Background: an optimization exercise with open tools, aiming at small area. Do not read the settings as production practice. Function was checked by simulation only, so behaviour that the tests miss may differ from the original. Power figures rest on the tool's default switching activity, not on a simulated workload.

<file path="flow/run.sh">
#!/bin/bash
# The standard ORFS layout (standard.sh, with the standard synthesis), with
# these changes to how the layout is made:
#  - ports are buffered with buf_2 instead of the delay-cell buffer that
#    buffer_ports picks by default;
#  - clock tree synthesis uses clkbuf_8 for the tree and inserts no dummy
#    loads;
# make's full output goes to flow_make.log here; ORFS writes each step's log
# under orfs/logs/.
set -euo pipefail
bash standard.sh \
  "BUFFER_PORTS_ARGS=-buffer_cell sky130_fd_sc_hd__buf_2" \
  "CTS_ARGS=-sink_clustering_enable -repair_clock_nets -dont_use_dummy_load -buf_list sky130_fd_sc_hd__clkbuf_8 -sink_clustering_size 18 -sink_clustering_max_diameter 60" \
  finish > flow_make.log 2>&1
</file>
<file path="design.v">
module addBK (input [31:0] an, input [31:0] bn, input cin, output [31:0] sum, output [31:0] g, output [31:0] p, output [31:0] carry);
	assign g = ~(an | bn);
	assign p = an ^ bn;
	wire [31:0] gg [0:9];
	wire [31:0] pp [0:9];
	assign gg[0] = {g[31:1], g[0] | (p[0] & cin)};
	assign pp[0] = p;
	genvar l, i;
	generate
		for (l = 1; l <= 5; l = l + 1) begin : up
			for (i = 0; i < 32; i = i + 1) begin : b
				if (((i + 1) % (1 << l)) == 0) begin : c
					assign gg[l][i] = gg[l-1][i] | (pp[l-1][i] & gg[l-1][i - (1 << (l-1))]);
					assign pp[l][i] = pp[l-1][i] & pp[l-1][i - (1 << (l-1))];
				end else begin : n
					assign gg[l][i] = gg[l-1][i];
					assign pp[l][i] = pp[l-1][i];
				end
			end
		end
		for (l = 6; l <= 9; l = l + 1) begin : dn
			for (i = 0; i < 32; i = i + 1) begin : b
				if (((i + 1) % (2 << (9 - l))) == (1 << (9 - l)) && i > (1 << (9 - l))) begin : c
					assign gg[l][i] = gg[l-1][i] | (pp[l-1][i] & gg[l-1][i - (1 << (9 - l))]);
					assign pp[l][i] = pp[l-1][i] & pp[l-1][i - (1 << (9 - l))];
				end else begin : n
					assign gg[l][i] = gg[l-1][i];
					assign pp[l][i] = pp[l-1][i];
				end
			end
		end
	endgenerate
	assign carry = gg[9];
	assign sum = p ^ {gg[9][30:0], cin};
endmodule
module mx2i (input a0, input a1, input s, output y);
	assign y = ~(s ? a1 : a0);
endmodule
module ao21i (input a1, input a2, input b1, output y);
	assign y = ~((a1 & a2) | b1);
endmodule
module shStage #(parameter N = 1) (input [31:0] x, input fill, input s, output [31:0] y);
	wire sn = ~s;
	wire sf = s & fill;
	genvar i;
	generate for (i = 0; i < 32; i = i + 1) begin : b
		if (i + N < 32) begin : m
			mx2i u (.a0(x[i]), .a1(x[i + N]), .s(s), .y(y[i]));
		end else begin : f
			ao21i u (.a1(sn), .a2(x[i]), .b1(sf), .y(y[i]));
		end
	end endgenerate
endmodule
module shifter (input [31:0] inn, input rev, input fill, input [4:0] amt, output [31:0] outn);
	wire [31:0] x0, x1, x2, x3, x4;
	genvar i;
	generate for (i = 0; i < 32; i = i + 1) begin : r
		mx2i u (.a0(inn[i]), .a1(inn[31 - i]), .s(rev), .y(x0[i]));
	end endgenerate
	wire fn = ~fill;
	shStage #(16) s16 (.x(x0), .fill(fill), .s(amt[4]), .y(x1));
	shStage #(8)  s8  (.x(x1), .fill(fn),   .s(amt[3]), .y(x2));
	shStage #(4)  s4  (.x(x2), .fill(fill), .s(amt[2]), .y(x3));
	shStage #(2)  s2  (.x(x3), .fill(fn),   .s(amt[1]), .y(x4));
	shStage #(1)  s1  (.x(x4), .fill(fill), .s(amt[0]), .y(outn));
endmodule
module alu (input [31:0] in1n, input [31:0] in2n, input [3:0] opCode, input [4:0] shiftAmt, output signed [31:0] result);
	wire isArith = (opCode == 4'd0) | (opCode == 4'd1);
	wire sub     = (opCode == 4'd1) | (opCode == 4'd7) | (opCode == 4'd8);
	wire isLogic = (opCode == 4'd2) | (opCode == 4'd3);
	wire isOr    = (opCode == 4'd3);
	wire isShl   = (opCode == 4'd4);
	wire isShr   = (opCode == 4'd5) | (opCode == 4'd6);
	wire isGt    = (opCode == 4'd7);
	wire isLt    = (opCode == 4'd8);
	wire [31:0] sum, g, p, carry;
	addBK add (.an(in1n), .bn(in2n ^ {32{sub}}), .cin(sub), .sum(sum), .g(g), .p(p), .carry(carry));
	wire c31 = carry[30];
	wire a31 = ~in1n[31];
	wire b31 = ~in2n[31];
	wire lt  = (a31 & ~b31) | (a31 & ~c31) | (~b31 & ~c31);
	wire eq  = &p;
	wire gt  = ~lt & ~eq;
	wire [31:0] shn;
	shifter shr (.inn(in1n), .rev(isShl), .fill((opCode == 4'd6) & a31), .amt(shiftAmt), .outn(shn));
	genvar i;
	generate for (i = 0; i < 32; i = i + 1) begin : outb
		wire base = (isArith & sum[i]) | (isLogic & g[i]) | (isOr & p[i]) | (isShr & ~shn[i]) | (isShl & ~shn[31 - i]);
		if (i == 0) begin : b0
			assign result[i] = base | (isLt & lt) | (isGt & gt);
		end else begin : bn
			assign result[i] = base;
		end
	end endgenerate
endmodule
module mux (input selCh, input [31:0] inCh0, input [31:0] inCh1, output [31:0] selData);
	assign selData = selCh == 0 ? inCh0 :
			  selCh == 1 ? inCh1 : 0;
endmodule
module rdPair (input q0, input s0n, input q1, input s1n, output y);
	assign y = ~((q0 | s0n) & (q1 | s1n));
endmodule
module registerFile (input wrEnable, input [4:0] wrReg, input [31:0] wrData, input [4:0] rdReg1, output [31:0] rdData1n, input [4:0] rdReg2, output [31:0] rdData2n, input clk);
	reg [31:0] regFile [31:0];
	always @(posedge clk) begin if (wrEnable) begin regFile[wrReg] <= wrData; end end
	wire [31:0] sel1n = ~(32'd1 << rdReg1);
	wire [31:0] sel2n = ~(32'd1 << rdReg2);
	genvar i, j;
	generate for (j = 0; j < 32; j = j + 1) begin : bitcol
		wire [15:0] y1, y2;
		for (i = 0; i < 16; i = i + 1) begin : pr
			rdPair p1 (.q0(regFile[2*i][j]), .s0n(sel1n[2*i]), .q1(regFile[2*i+1][j]), .s1n(sel1n[2*i+1]), .y(y1[i]));
			rdPair p2 (.q0(regFile[2*i][j]), .s0n(sel2n[2*i]), .q1(regFile[2*i+1][j]), .s1n(sel2n[2*i+1]), .y(y2[i]));
		end
		assign rdData1n[j] = |y1;
		assign rdData2n[j] = |y2;
	end endgenerate
endmodule
module project (input wrEnable, input [4:0] wrReg, input [4:0] rdReg1, input [4:0] rdReg2, input clk, input [3:0] opCode, input [4:0] shiftAmt, output signed [31:0] result, input selCh, input [31:0] selData);
	wire [31:0] selected;
	wire [31:0] rdData1n;
	wire [31:0] rdData2n;
	registerFile regFile1 (wrEnable, wrReg, selected, rdReg1, rdData1n, rdReg2, rdData2n, clk);
	alu alu1 (rdData1n, rdData2n, opCode, shiftAmt, result);
	mux m1 (selCh, selData, result, selected);
endmodule
</file>
<file path="constraint.sdc">
create_clock -name core_clock -period 10.0 [get_ports {clk}]
set_input_delay 2.0000 -clock core_clock [delete_from_list [all_inputs] [get_ports {clk}]]
set_output_delay 2.0000 -clock core_clock [all_outputs]
set_load 0.01 [all_outputs]
</file>
<file path="standard.sh">
#!/bin/bash
# synth_recipe.tcl (not shown) runs the flow's synth.tcl, then flattens the netlist and writes it again
# the make line also repeats each setting of config.mk as NAME=value (left out here)
make -C /OpenROAD-flow-scripts/flow DESIGN_CONFIG=/design/flow/config.mk WORK_HOME=/design/flow/orfs CLKGATE_MAP_FILE= SYNTH_SCRIPT=/design/flow/synth_recipe.tcl "${@:-finish}"
</file>
<file path="config.mk">
export PLATFORM = sky130hd
export DESIGN_NAME = project
export DESIGN_NICKNAME = project
export VERILOG_FILES = /design/flow/design.v
export SDC_FILE = /design/flow/constraint.sdc
export NUM_CORES = 4
export LEC_CHECK = 0
export CAP_MARGIN = 20
export CORE_MARGIN = 2
export CORE_UTILIZATION = 40
export SLEW_MARGIN = 20
export SYNTH_HIERARCHICAL = 1
</file>
==> run notes <==
[cell type report]
class | instances | area share
clock buffers | 85 | 0.0225
multi-input cells | 2025 | 0.276
flip-flops and latches | 1024 | 0.592
well taps | 1500 | 0.0361
repair buffers | 395 | 0.0658
inverters | 104 | 0.00752
diodes | 4 | 0.000193
[power groups by stage]
stage          logic, uW  clock network, uW  registers, uW
3_3_place_gp        1500                  0           5020
6_report            1570               2070           4930
4_1_cts             1520               2090           4930
5_1_grt             1670               2220           4930
2_1_floorplan        894                  0           5020
3_5_place_dp        1520                  0           5020
[per-stage QoR]
step | total power [uW] | hold slack (ps) | std cells
after floorplan | 5910 | 1400 | 3218
after global placement | 6520 | 1940 | 5046
after detailed placement | 6540 | 1940 | 5048
after CTS | 8540 | 1850 | 5133
after global routing | 8810 | 1900 | 5134
final | 8560 | 1900 | 5137
[worst reg2reg max path: cells and delay by family (launching register included)]
family | cells | cell delay [ps]
AO/OA/AOI/OAI | 7 | 1530
XOR/XNOR | 1 | 290
adder cells (fa/ha/maj) | 4 | 1410
buffers and inverters | 5 | 460
flip-flops | 1 | 390
multiplexers | 1 | 420
AND/OR/NAND/NOR | 3 | 1070
[worst max-delay path by stage]
stage | to | slack (ps) | cells past startpoint
after floorplan | result[0] | 1320 | 21
after global placement | result[0] | 140 | 23
after detailed placement | result[0] | 140 | 24
after CTS | result[0] | 100 | 24
after global routing | result[0] | 6 | 25
final | result[0] | 80 | 24
[layer usage]
| metal | wire length, um | vias to the layer above | share of wire | global-route usage |
|---|---|---|---|---|
| li1 | - | 14704 | - | - |
| met1 | 63700 | 17544 | 0.38 | 0.394 |
| met2 | 72900 | 2841 | 0.44 | 0.420 |
| met3 | 26900 | 324 | 0.16 | 0.0852 |
| met4 | 4040 | 14 | 0.024 | 0.0584 |
| met5 | 90 | - | 0.00054 | 0 |
==> results.tsv <==
stage	metric	value	unit
clocking	root_buffer	clkbuf_8	
critical_path	startpoint	rdReg2[3]	
pwr	seqPwrFrac	0.576	
placement	place.port_buffers	90	
logic_synthesis	synth.avg_cell_area	14.1	um2
critical_path	crit_required	8000	ps
global_route	grtUsageTotal	0.277	
clocking	cts_tree	done	
final_layout	top_regs	regFile1.regFile x1024	
floorplanning	start_util	0.404	
logic_synthesis	syn_area	0.0455	mm2
final_layout	num-fill-cells	9967	
final_layout	design_area	0.0519	mm2
critical_path	cpMostUsedCell	inv_1	
floorplanning	rows	123	
placement	hpwl	111	mm
route	drt-initial-drc-count	6667	
clocking	clockBufferDepth	3	
sta	period_minus_slack	9920	ps
critical_path	cpPeakStageDelay	710	ps
sta	tightest_slew	1300	ps
global_route	grt_max_degree	37	
placement	place_area	0.0506	mm2
pwr	p_per_area	165	mW/mm2
hold_path	hold_start	selData[12]	
global_route	grt_pass1_vias	32760	
final_layout	largest_register_ffs	1024	
hold_path	hold_path.class	primary input to register	
pwr	p_sw_frac	0.278	
final_layout	syn_to_final_growth	14.2	%
route	drtAntennaViolNets	0	
critical_path	reg2reg_depth	21	
hold_path	min_path_cells	2	
critical_path	r2r-end	regFile1.regFile[28][0]$_DFFE_PP_	
pwr	p_switching	2380	uW
critical_path	worst-endpoint-arrival	7920	ps
clocking	clock-sinks	1024	
floorplanning	fp.dieArea	0.116	mm2
final_layout	nNetsFinal	3743	
sta	finalSetupTns	0	ps
global_route	overflow	0	
placement	preCtsSetupSlack	140	ps
job	maxCapViolations	0	
final_layout	multi_input_area	0.0143	mm2
final_layout	regArea	0.0307	mm2
clocking	postCtsHoldBufs	0	
critical_path	critPathSlowestCell	nor4_1	
pwr	clkPwrFrac	0.241	
pwr	p_comb_frac	0.183	
critical_path	regToRegSetupSlack	4050	ps
floorplanning	io_pins	91	
global_route	grt_pass1_wl	235	mm
sta	relSlewSlack	0.128	
critical_path	crit_path_end_kind	output pin	
sta	rsz0062_at_grt	false	
floorplanning	die_h	341	um
route	vias	35427	
pwr	intPower	6180	uW
critical_path	timing.rr.start	regFile1.regFile[18][0]$_DFFE_PP_	
sta	period_share	0.992	
clocking	clk_pin_slew	100	ps
logic_synthesis	synthCells	3218	
route	wl_per_cell	32.6	um
pwr	ir_drop	0.0948	mV
critical_path	path_cells	buf_2, and3b_1, nand2_1, buf_12, o22ai_1, nor4_1, nand4_1, xnor2_1, inv_1, ha_1, nor3_1, o31ai_1, buf_4, nand2_1, a31oi_2, o31ai_1, and2_1, fa_1, inv_1, inv_1, maj3_1, a2111oi_1, a2111o_1, buf_2	
logic_synthesis	yosysWarnings	8	
floorplanning	coreArea	0.113	mm2
route	wirelength	168	mm
final_layout	regMostFlops	regFile1.regFile	
logic_synthesis	syn_nets	3326	
final_layout	utilization	0.461	
pwr	p_leak	0.0172	uW
critical_path	worstSetupStartpointType	primary input	
sta	skew	145	ps
global_route	antenna_found_initial	11	
floorplanning	fp.dieW	341	um
status	status	complete, no violations	
sta	worst_slack	76.0	ps
clocking	htree_levels	3	
hold_path	holdPathEnd	regFile1.regFile[17][12]$_DFFE_PP_	
final_layout	layout_common_cells	1024 x o22ai_1, 1024 x edfxtp_1, 251 x buf_4	
critical_path	cp_num_buf_inv	7	
route	first_pass_iters	8	
critical_path	critPathTopFamily	simple AND/OR/NAND/NOR gates	
sta	drv_slew	0	
critical_path	critPathKind	primary input to output pin	
route	route.detailed.drc	0	
critical_path	cp_max_fo	31	
clocking	worst_skew_pair.late_latency	800	ps
sta	setup_viol	0	
final_layout	layout-drive-gt1-share	0.171	
clocking	cts-resized-gates	0	
clocking	cts_buffers	85	
route	via_per_inst	6.90	
placement	globalplace.congestion	0.977	
sta	hold_viol_final	0	
clocking	post_cts_buffers	0	
sta	max_freq	101	MHz

separate check: timing with driven ports:
How much do the figures lean on ideal ports? The routed layout below was timed once more, with nothing changed but the port constraints.
Step 1: set_driving_cell puts a clkbuf_16 on clk and a buf_2 on each other input, an assumption about the parent block.
Step 2, shift: input delay + t, output delay - t, t = (earliest + latest rising clock arrival at the registers) / 2. This alone moves slack from input paths to output paths.
Slacks: no drivers / after step 1 / after step 2; pairs: no drivers / after step 1.
t, ns: 0.794
slack for setup (ns): 0.076 / -0.013 / -0.013
worst setup path after step 2: input to output
worst data-port slew with drivers (ns): 0.12
cell pins on the clock port's net: 1
With both steps, setup timing fails in this run, where it was met with ideal ports. The setup slack of this run moves by -0.089 ns with the drivers and by -0.089 ns with both steps.
